Source: an optimization exercise on an open RTL-to-GDS flow (aim: small area). Production flows keep margins and buffers that such runs may drop.
At most, simulation tests tie the RTL to the original design; equivalence was not proved.
Power is estimated from default activity; no workload was simulated.

## the baseline
Design reverse, start of the top module:
module reverse (
    input  wire clk,
    input  wire rst_n,
    input  wire uart_rx,
    output wire uart_tx
);
Size: roughly 380 cells after synthesis, roughly 290 flip-flops, about 4 I/O pins, about 6500 µm² of cells after synthesis.
Settings: LEC_CHECK=0, ABC_AREA=0, CAP_MARGIN=20, CORE_MARGIN=2, CORE_UTILIZATION=85, CTS_BUF_LIST=sky130_fd_sc_hd__clkbuf_16, CTS_CLUSTER_DIAMETER=60, CTS_CLUSTER_SIZE=30, SLEW_MARGIN=20; clock period 37.0 ns.
run.sh (not shown) runs the stock make flow with config.mk's settings and CLKGATE_MAP_FILE= SYNTH_SCRIPT=/design/flow/synth_recipe.tcl, a recipe that flattens the netlist after the stock synthesis.
The baseline never completed; the flow aborted with a tool error in detailed placement (3_5_place_dp).
What the candidate does differently from the baseline at the input level:
Settings: CORE_UTILIZATION: 85 -> 75; CTS_CLUSTER_DIAMETER: 60 -> 50; CTS_BUF_LIST: sky130_fd_sc_hd__clkbuf_16 -> sky130_fd_sc_hd__clkbuf_8; CTS_CLUSTER_SIZE: 30 -> 20.
Results
The candidate finished every step from synthesis to the final layout, and the layout passed the timing, design-rule and antenna checks.
Reported for the candidate and the baseline, post-synthesis xor/xnor area fraction turned out identical to the last digit.
| total I/O pin count | the baseline vs the candidate | ≈ equal |
Reported for the candidate and the baseline, adder and majority gate portion of the synthesized area turned out identical to the last digit.
When the final numbers for the candidate and the baseline were put side by side, the y dimension of the die turned out to be greater in the candidate.
Compared with the baseline, the candidate shows final weighted congestion in routability-driven placement that has gone down by a few percent.
Diff the baseline..the candidate | number of standard cells after synthesis | unchanged
Side by side, number of cell rows turned out higher in the candidate than in the baseline.
Comparing the baseline against the candidate, there is no change at all in register bit count reported by yosys.
Comparing the candidate against the baseline, there is no change at all in compound-cell area share of the yosys netlist.
No run of this note included a check of the RTL's function; only the layout flow was run.

---

The RTL this note starts from:
==> flow/design.v <==
module reverse (
    input  wire clk,
    input  wire rst_n,
    input  wire uart_rx,
    output wire uart_tx
);
    localparam [7:0] C_END   = 8'hff;
    localparam [7:0] C_BIT   = 8'ha0;
    localparam [7:0] C_SHORT = 8'ha8;
    reg s1, s2;
    always @(posedge clk) begin
        s1 <= uart_rx;
        s2 <= s1;
    end
    reg [6:0] p;
    always @(posedge clk or negedge rst_n)
        if (!rst_n) p <= 7'd1;
        else        p <= p + 7'd1;
    reg       run;     
    reg [5:0] j;       
    reg [7:0] c;       
    reg       tx;
    wire       m   = j[5];
    wire [4:0] idx = j[4:0] ^ {5{m}};
    wire [6:0] t0  = {idx[3:1], 3'b000, idx[0]};
    wire match = (p == t0);
    wire go   = !run && match && (m || !s2);
    wire tick = run && (c == C_END);
    wire [4:0] u    = p[4:0] - t0[4:0];
    wire       last = (u[4:1] == 4'd2);               
    wire       high = (u == 5'd26) || (u == 5'd4);    
    wire       skip = (u == 5'd11) || (u == 5'd5);    
    reg [127:0] ra, rb;
    wire we  = tick && !m && !skip;
    wire tap = idx[4] ? rb[84] : ra[84];
    always @(posedge clk) begin
        ra <= {ra[126:0], (we && !idx[4]) ? s2 : ra[127]};
        rb <= {rb[126:0], (we &&  idx[4]) ? s2 : rb[127]};
    end
    always @(posedge clk) begin
        c <= {c[6:0], c[7] ^ c[5] ^ c[4] ^ c[3]};
        if (go)
            c <= m ? C_BIT : C_SHORT;
        else if (tick)
            c <= C_BIT;
    end
    always @(posedge clk or negedge rst_n) begin
        if (!rst_n) begin
            run <= 1'b0;
            j   <= 6'd0;
            tx  <= 1'b1;
        end else if (go) begin
            run <= 1'b1;
            if (m) tx <= 1'b0;
        end else if (tick) begin
            if (m) tx <= high | tap;
            if (last) begin
                j   <= j + 6'd1;
                run <= 1'b0;
            end
        end
    end
    assign uart_tx = tx;
endmodule
Settings: LEC_CHECK=0, ABC_AREA=0, CAP_MARGIN=20, CORE_MARGIN=2, CORE_UTILIZATION=70, CTS_BUF_LIST=sky130_fd_sc_hd__clkbuf_8, CTS_CLUSTER_DIAMETER=50, CTS_CLUSTER_SIZE=16, SLEW_MARGIN=20; clock period 37.0 ns.
standard.sh (not shown) runs the stock make flow with config.mk's settings and CLKGATE_MAP_FILE= SYNTH_SCRIPT=/design/flow/synth_recipe.tcl, a recipe that flattens the netlist after the stock synthesis.
==> flow/flow/run.sh <==
#!/bin/bash
# Standard ORFS layout (standard.sh), with these changes:
# - after the standard synthesis, the combinational logic between the
#   registers is re-mapped by ABC with an area-oriented script (remap.ys);
#   every register instance is kept as the standard synthesis made it (same
#   name, same cell), only the gates between them change;
# - clock tree: flip-flops clustered 20 to a clkbuf_8, no dummy loads;
# - the port buffers are buf_1 cells.
# Each tool's output goes to a log file of its own in this folder.
set -euo pipefail
W=$(pwd)
LIB=$FLOW_HOME/platforms/$FLOW_PLATFORM/lib/sky130_fd_sc_hd__tt_025C_1v80.lib
R=$W/orfs/results/$FLOW_PLATFORM/reverse/base
STD_ARGS=(
  "CTS_ARGS=-sink_clustering_enable -repair_clock_nets -sink_clustering_size 16 -sink_clustering_max_diameter 40 -buf_list {sky130_fd_sc_hd__clkbuf_4 sky130_fd_sc_hd__clkbuf_8} -sink_clustering_buffer sky130_fd_sc_hd__clkbuf_8 -root_buf sky130_fd_sc_hd__clkbuf_8 -dont_use_dummy_load"
  "BUFFER_PORTS_ARGS=-buffer_cell sky130_fd_sc_hd__buf_1"
)

bash standard.sh synth > $W/std_synth.log 2>&1

cp $R/1_2_yosys.v $W/remap_in.v
DU=$(grep -o 'cell ("sky130_fd_sc_hd__\(lpflow\|probe\)[^"]*")' $LIB | sed 's/cell ("\(.*\)")/-dont_use \1/' | tr '\n' ' ')
sed -e "s|@LIB@|$LIB|g" -e "s|@DU@|$DU|g" -e "s|@IN@|$W/remap_in.v|g" -e "s|@OUT@|$W/remap_out.v|g" \
    flow/remap.ys > $W/remap.ys
yosys -s $W/remap.ys > $W/remap.log 2>&1

# the registers must be the same instances as before
grep -E '^\s*sky130_fd_sc_hd__(df|edf|sdf|dl)\S* ' $W/remap_in.v | sort > $W/regs_in.txt
grep -E '^\s*sky130_fd_sc_hd__(df|edf|sdf|dl)\S* ' $W/remap_out.v | sort > $W/regs_out.txt
cmp $W/regs_in.txt $W/regs_out.txt

cp $W/remap_out.v $R/1_2_yosys.v
bash standard.sh "${STD_ARGS[@]}" finish > $W/std_finish.log 2>&1
Other scripts of this flow, unchanged in this note and not shown: flow/flow/remap.ys
The starting point passed the timing, design-rule and antenna checks.
Rerun with:
--- a/flow/flow/run.sh
+++ b/flow/flow/run.sh
@@ -13,5 +13,5 @@
 R=$W/orfs/results/$FLOW_PLATFORM/reverse/base
 STD_ARGS=(
-  "CTS_ARGS=-sink_clustering_enable -repair_clock_nets -sink_clustering_size 16 -sink_clustering_max_diameter 40 -buf_list {sky130_fd_sc_hd__clkbuf_4 sky130_fd_sc_hd__clkbuf_8} -sink_clustering_buffer sky130_fd_sc_hd__clkbuf_8 -root_buf sky130_fd_sc_hd__clkbuf_8 -dont_use_dummy_load"
+  "CTS_ARGS=-sink_clustering_enable -repair_clock_nets -sink_clustering_size 20 -sink_clustering_max_diameter 50 -buf_list {sky130_fd_sc_hd__clkbuf_4 sky130_fd_sc_hd__clkbuf_8} -dont_use_dummy_load"
   "BUFFER_PORTS_ARGS=-buffer_cell sky130_fd_sc_hd__buf_1"
 )
After rerunning: Critical path depth does not change; sequential power stays flat; cell area shrinks by 0.83%; maximum frequency stays flat; core utilization drops by 0.64 points; final cell count drops by 0.77%; global-route usage stays flat; worst setup slack is worse by 0.016 ns.

static timing again, ports no longer ideal:
In the flow no input, the clock included, has a driving cell. The finished layouts below were timed again as built, in two steps. Step 1 sets driving cells, clkbuf_16 on the clock port and buf_2 on the other inputs (assumed; they add their load-dependent delay and slew). Step 2 adds t to the input delays and takes it off the output delays; t is the mean of the earliest and latest rising clock arrival at the registers after step 1. Input paths then give back, and output paths get back, about the clock's delay inside the block. a / b / c = ideal ports / drivers / drivers and shift; a / b = the first two.
| run | t (ns) | setup WS [ns] | worst setup path at the end | pins driven straight from the clock port |
|---|---|---|---|---|
| the candidate | 0.528 | 28.011 / 27.981 / 28.509 | register to output | 1 |
| the first run of note 2 | 0.504 | 28.465 / 28.433 / 28.937 | register to output | 1 |
| the second run of note 2 | 0.491 | 28.449 / 28.418 / 28.909 | register to output | 1 |
After both steps setup and hold are still met in every run listed.
